From an optimization exercise on the open Yosys and OpenROAD flow, aimed at small area; shortcuts taken in it are not production practice. In this exercise RTL edits were held to simulation tests only and were not proved equivalent to the original. The flow treats the clock pin as an ideal source, which a real chip does not have. Power figures rest on the tool's default switching activity, not on a simulated workload.

==> flow/design.v <==
`timescale 1ns/10ps
module async_reset
  (
    input wire    clk,
    input wire    CPU_RESETN,
    output logic  reset,
    output logic  reset_d1,
    output logic  reset_d2
   );
  logic [3:0] reset_sync;
  always_ff @(posedge clk) reset_sync <= {reset_sync[2:0], ~CPU_RESETN};
  assign reset    = reset_sync[1];
  assign reset_d1 = reset_sync[2];
  assign reset_d2 = reset_sync[3];
endmodule  
`timescale 1ns/10ps
module btn_debouncer
  (
    input wire    clk,
    input wire    reset,
    input wire    BTNC,
    output logic  button_down_d2
   );
  logic [2:0] button_sync;
  logic       counter_en;
  logic [7:0] button_debouncer;
  logic       button_down, button_down_d1;
  logic       rising, keep;
  logic [8:0] carry;
  assign rising = button_sync[1] & ~button_sync[2];
  assign keep   = ~reset & (counter_en | rising);
  assign carry[0] = counter_en;
  generate
    genvar k;
    for (k = 0; k < 8; k = k + 1) begin : inc
      assign carry[k+1] = carry[k] & button_debouncer[k];
    end
  endgenerate
  always @(posedge clk) begin
    button_sync      <= {button_sync[1:0], BTNC};
    button_debouncer <= (button_debouncer ^ carry[7:0]) & {8{keep}};
    counter_en       <= ~reset & ~carry[8] & button_sync[1] & (counter_en | ~button_sync[2]);
    button_down      <= ~reset & carry[8];
    button_down_d1   <= button_down;
    button_down_d2   <= button_down_d1;
  end
endmodule  
`timescale 1ns/10ps
module cathode_top
  (
   input wire [3:0]   encoded,
   output logic [6:0] cathode
   );
  always_comb begin
    case (encoded)
      4'h0: cathode = 7'b1000000;
      4'h1: cathode = 7'b1111001;
      4'h2: cathode = 7'b0100100;
      4'h3: cathode = 7'b0110000;
      4'h4: cathode = 7'b0011001;
      4'h5: cathode = 7'b0010010;
      4'h6: cathode = 7'b0000010;
      4'h7: cathode = 7'b1111000;
      4'h8: cathode = 7'b0000000;
      4'h9: cathode = 7'b0010000;
      4'hA: cathode = 7'b0001000;
      4'hB: cathode = 7'b0000011;
      4'hC: cathode = 7'b1000110;
      4'hD: cathode = 7'b0100001;
      4'hE: cathode = 7'b0000110;
      default: cathode = 7'b0001110;
    endcase
  end
endmodule
`timescale 1ns/10ps
module counter
  (
    input wire          clk,
    input wire          reset,
    input wire          button_down,
    output logic [7:0]  hex,
    output logic [7:0]  dec
   );
  logic [8:0] hc;
  logic [7:0] dt;
  logic       dcarry;
  assign hc[0] = button_down;
  generate
    genvar k;
    for (k = 0; k < 8; k = k + 1) begin : inc
      assign hc[k+1] = hc[k] & hex[k];
    end
  endgenerate
  function automatic [3:0] bcd_toggle(input [3:0] d);
    bcd_toggle[0] = 1'b1;
    bcd_toggle[1] = d[0] & ~d[3];
    bcd_toggle[2] = d[0] & d[1];
    bcd_toggle[3] = d[0] & (d[3] | (d[1] & d[2]));
  endfunction
  assign dcarry = button_down & dec[0] & dec[3];
  assign dt = {bcd_toggle(dec[7:4]) & {4{dcarry}}, bcd_toggle(dec[3:0]) & {4{button_down}}};
  always @(posedge clk) begin
    hex <= (hex ^ hc[7:0]) & {8{~reset}};
    dec <= (dec ^ dt) & {8{~reset}};
  end
endmodule  
`timescale 1ns/10ps
module seven_segment
  (
   input wire         clk,
   input wire         reset,
   output logic [1:0] anode_count
   );
  localparam logic [13:0] MASK = 14'h1eff;
  localparam logic [13:0] TERM = 14'h0675;
  logic [13:0] refresh_count;
  logic        last, clear;
  assign last  = ((refresh_count ^ TERM) & MASK) == 14'd0;
  assign clear = reset | last;
  always @(posedge clk) begin
    refresh_count <= ~({refresh_count[12:0], refresh_count[0] ^ refresh_count[13]} | {14{clear}});
    if (last) anode_count <= anode_count + 1'b1;
    if (reset) anode_count <= '0;
  end
endmodule
`timescale 1ns/10ps
module seven_segment_pmod
  (
   input wire         clk,
   input wire         sel,
   input wire  [6:0]  live,
   output logic [6:0] value
   );
  logic [6:0] held;
  assign value = sel ? live : held;
  always @(posedge clk) held <= value;
endmodule
`timescale 1ns/10ps
module top_2displays_counters
  (
    input wire          clk,
    input wire  [1:0]   BTNC_flat,
    input wire          CPU_RESETN,
    output logic [7:0]  anode_flat,
    output logic [15:0] cathode_flat,
    output logic        pmod_anodeSel,
    output logic [6:0]  pmod_cathode,
    output logic [23:0] LED_flat
   );
  logic reset, reset_d1, reset_d2;
  async_reset resetCleaner
    (
     .clk(clk), .CPU_RESETN(CPU_RESETN),
     .reset(reset), .reset_d1(reset_d1), .reset_d2(reset_d2)
    );
  logic [1:0] button_down;
  logic [1:0][7:0] hex, dec;
  logic [1:0][6:0] seg;
  logic [1:0] anode_count;
  seven_segment refresh_i
    (
     .clk(clk), .reset(reset_d1), .anode_count(anode_count)
    );
  generate
    genvar i;
    for (i = 0; i < 2; i = i + 1) begin : connects
      btn_debouncer btnClean_i
        (
         .clk(clk), .reset(reset), .BTNC(BTNC_flat[i]),
         .button_down_d2(button_down[i])
        );
      counter counter_i
        (
         .clk(clk), .reset(reset_d2), .button_down(button_down[i]),
         .hex(hex[i]), .dec(dec[i])
        );
      logic [3:0] digit;
      always_comb begin
        case (anode_count)
          2'd0: digit = dec[i][3:0];
          2'd1: digit = dec[i][7:4];
          2'd2: digit = hex[i][3:0];
          default: digit = hex[i][7:4];
        endcase
      end
      cathode_top ct_i (.encoded(digit), .cathode(seg[i]));
      assign anode_flat[4*i +: 4] = ~(4'b0001 << (2'd3 - anode_count));
      assign cathode_flat[8*i +: 8] = {1'b1, seg[i]};
    end
  endgenerate
  logic [6:0] pmod_seg;
  cathode_top ct_pmod_i
    (
     .encoded(anode_count[0] ? hex[0][7:4] : hex[0][3:0]),
     .cathode(pmod_seg)
    );
  assign pmod_cathode  = pmod_seg;
  assign pmod_anodeSel = ~anode_count[0];
  logic [6:0] led0, led1, led2;
  seven_segment_pmod led0_i (.clk(clk), .sel(anode_count == 2'd2), .live(~seg[0]), .value(led0));
  seven_segment_pmod led1_i (.clk(clk), .sel(anode_count == 2'd3), .live(~seg[0]), .value(led1));
  seven_segment_pmod led2_i (.clk(clk), .sel(~anode_count[0]),     .live(pmod_seg), .value(led2));
  assign LED_flat = {1'b1, led2, 1'b0, led1, 1'b0, led0};
endmodule  
export LEC_CHECK = 0
export CAP_MARGIN = 20
export CORE_MARGIN = 2
export CORE_UTILIZATION = 40
export SLEW_MARGIN = 20
create_clock -name core_clock -period 10.0 [get_ports {clk}]
standard.sh (not shown) runs the stock make flow with config.mk's settings and CLKGATE_MAP_FILE= SYNTH_SCRIPT=/design/flow/synth_recipe.tcl, a recipe that flattens the netlist after the stock synthesis.
==> flow/flow/run.sh <==
#!/bin/bash
# Standard ORFS layout (standard.sh) with these changes:
#  - synthesis without the half/full-adder extraction and the Kogge-Stone
#    adder map, and with an area-oriented ABC script (flow/area.abc) in place
#    of the delay-oriented one; registers are mapped exactly as in the
#    standard synthesis;
#  - port buffers use the smallest buffer cell;
#  - CTS with clkbuf_8 and no dummy loads, then each clock buffer shrunk to
#    the smallest size that keeps the clock pins' slew within a target
#    (flow/shrink.tcl).
set -euo pipefail
HERE=$(pwd)
{ cat <<'TCL'
proc abc {args} {
  set i [lsearch -exact $args -script]
  if {$i >= 0} { set args [lreplace $args [expr {$i + 1}] [expr {$i + 1}] $::env(AREA_ABC_SCRIPT)] }
  puts "abc (area script): $args"
  yosys abc {*}$args
}
TCL
cat synth_recipe.tcl; } > flow_synth.tcl
export AREA_ABC_SCRIPT=$HERE/flow/area.abc
SYN=(ADDER_MAP_FILE= SYNTH_OPERATIONS_ARGS=-nofsm SYNTH_SCRIPT=$HERE/flow_synth.tcl)
CTS="-sink_clustering_enable -dont_use_dummy_load -buf_list sky130_fd_sc_hd__clkbuf_8 -sink_clustering_size 50 -sink_clustering_max_diameter 200"
bash standard.sh "${SYN[@]}" synth > synth.log 2>&1
grep -q "abc (area script)" orfs/logs/sky130hd/top_2displays_counters/base/1_2_yosys.log
bash standard.sh "${SYN[@]}" \
  "BUFFER_PORTS_ARGS=-buffer_cell sky130_fd_sc_hd__buf_1" SKIP_REPAIR_TIE_FANOUT=1 \
  "CTS_ARGS=$CTS" "POST_CTS_TCL=$HERE/flow/shrink.tcl" finish > finish.log 2>&1
Other scripts of this flow, unchanged in this note and not shown: flow/flow/area.abc, flow/flow/shrink.tcl
Edit:
--- a/flow/design.v
+++ b/flow/design.v
@@ -78,33 +78,35 @@
     input wire          clk,
     input wire          reset,
     input wire          button_down,
     output logic [7:0]  hex,
     output logic [7:0]  dec
    );
-  logic [8:0] hc;
+  logic [7:2] hex_hi;
+  logic [8:2] hc;
   logic [7:0] dt;
   logic       dcarry;
-  assign hc[0] = button_down;
+  assign hex = {hex_hi, dec[1] ^ dec[4], dec[0]};
+  assign hc[2] = button_down & hex[0] & hex[1];
   generate
     genvar k;
-    for (k = 0; k < 8; k = k + 1) begin : inc
+    for (k = 2; k < 8; k = k + 1) begin : inc
       assign hc[k+1] = hc[k] & hex[k];
     end
   endgenerate
   function automatic [3:0] bcd_toggle(input [3:0] d);
     bcd_toggle[0] = 1'b1;
     bcd_toggle[1] = d[0] & ~d[3];
     bcd_toggle[2] = d[0] & d[1];
     bcd_toggle[3] = d[0] & (d[3] | (d[1] & d[2]));
   endfunction
   assign dcarry = button_down & dec[0] & dec[3];
   assign dt = {bcd_toggle(dec[7:4]) & {4{dcarry}}, bcd_toggle(dec[3:0]) & {4{button_down}}};
   always @(posedge clk) begin
-    hex <= (hex ^ hc[7:0]) & {8{~reset}};
-    dec <= (dec ^ dt) & {8{~reset}};
+    hex_hi <= (hex_hi ^ hc[7:2]) & {6{~reset}};
+    dec    <= (dec ^ dt) & {8{~reset}};
   end
 endmodule  
 `timescale 1ns/10ps
 module seven_segment
   (
    input wire         clk,
What happened:
- sequential power goes down by about 4%
- core utilization goes down by 0.96 points
- non-clock buffer count is unchanged
- wire length goes down by 6.4%
- count of clock-buffer cells in the layout stays the same
- combinational power is about the same
- design area goes down by 4.0%
- power goes down by 2.6%
- first-iteration DRC count goes down by 17%
- via count goes down by 6.1%
- hold slack improved by 0.0086 ns
- die area goes down by 3.8%
- global-route usage goes up by 0.12 points

[port drivers added, routing unchanged]
How much do the figures lean on ideal ports? The routed layouts below were timed once more, with nothing changed but the port constraints. Step 1 (the two cells are an assumption about what drives the block):
set clk [get_ports {clk}]
set_driving_cell -lib_cell sky130_fd_sc_hd__clkbuf_16 $clk
set_driving_cell -lib_cell sky130_fd_sc_hd__buf_2 [delete_from_list [all_inputs] $clk]
Step 2 also shifts input and output timing later by t, the mid clock arrival at the registers, as if the neighbouring blocks saw the same clock. a / b / c = no drivers / after step 1 / after step 2; a / b = the first two.
run	shift t [ns]	setup WS [ns]	hold slack, ns	slew at the worst register clock pin (ns)
the first run	0.527	3.985 / 3.956 / 4.483	0.322 / 0.322 / 0.322	0.11 / 0.11
the second run	0.536	3.637 / 3.608 / 4.144	0.330 / 0.330 / 0.330	0.11 / 0.11
After both steps setup and hold are still met in every run listed.
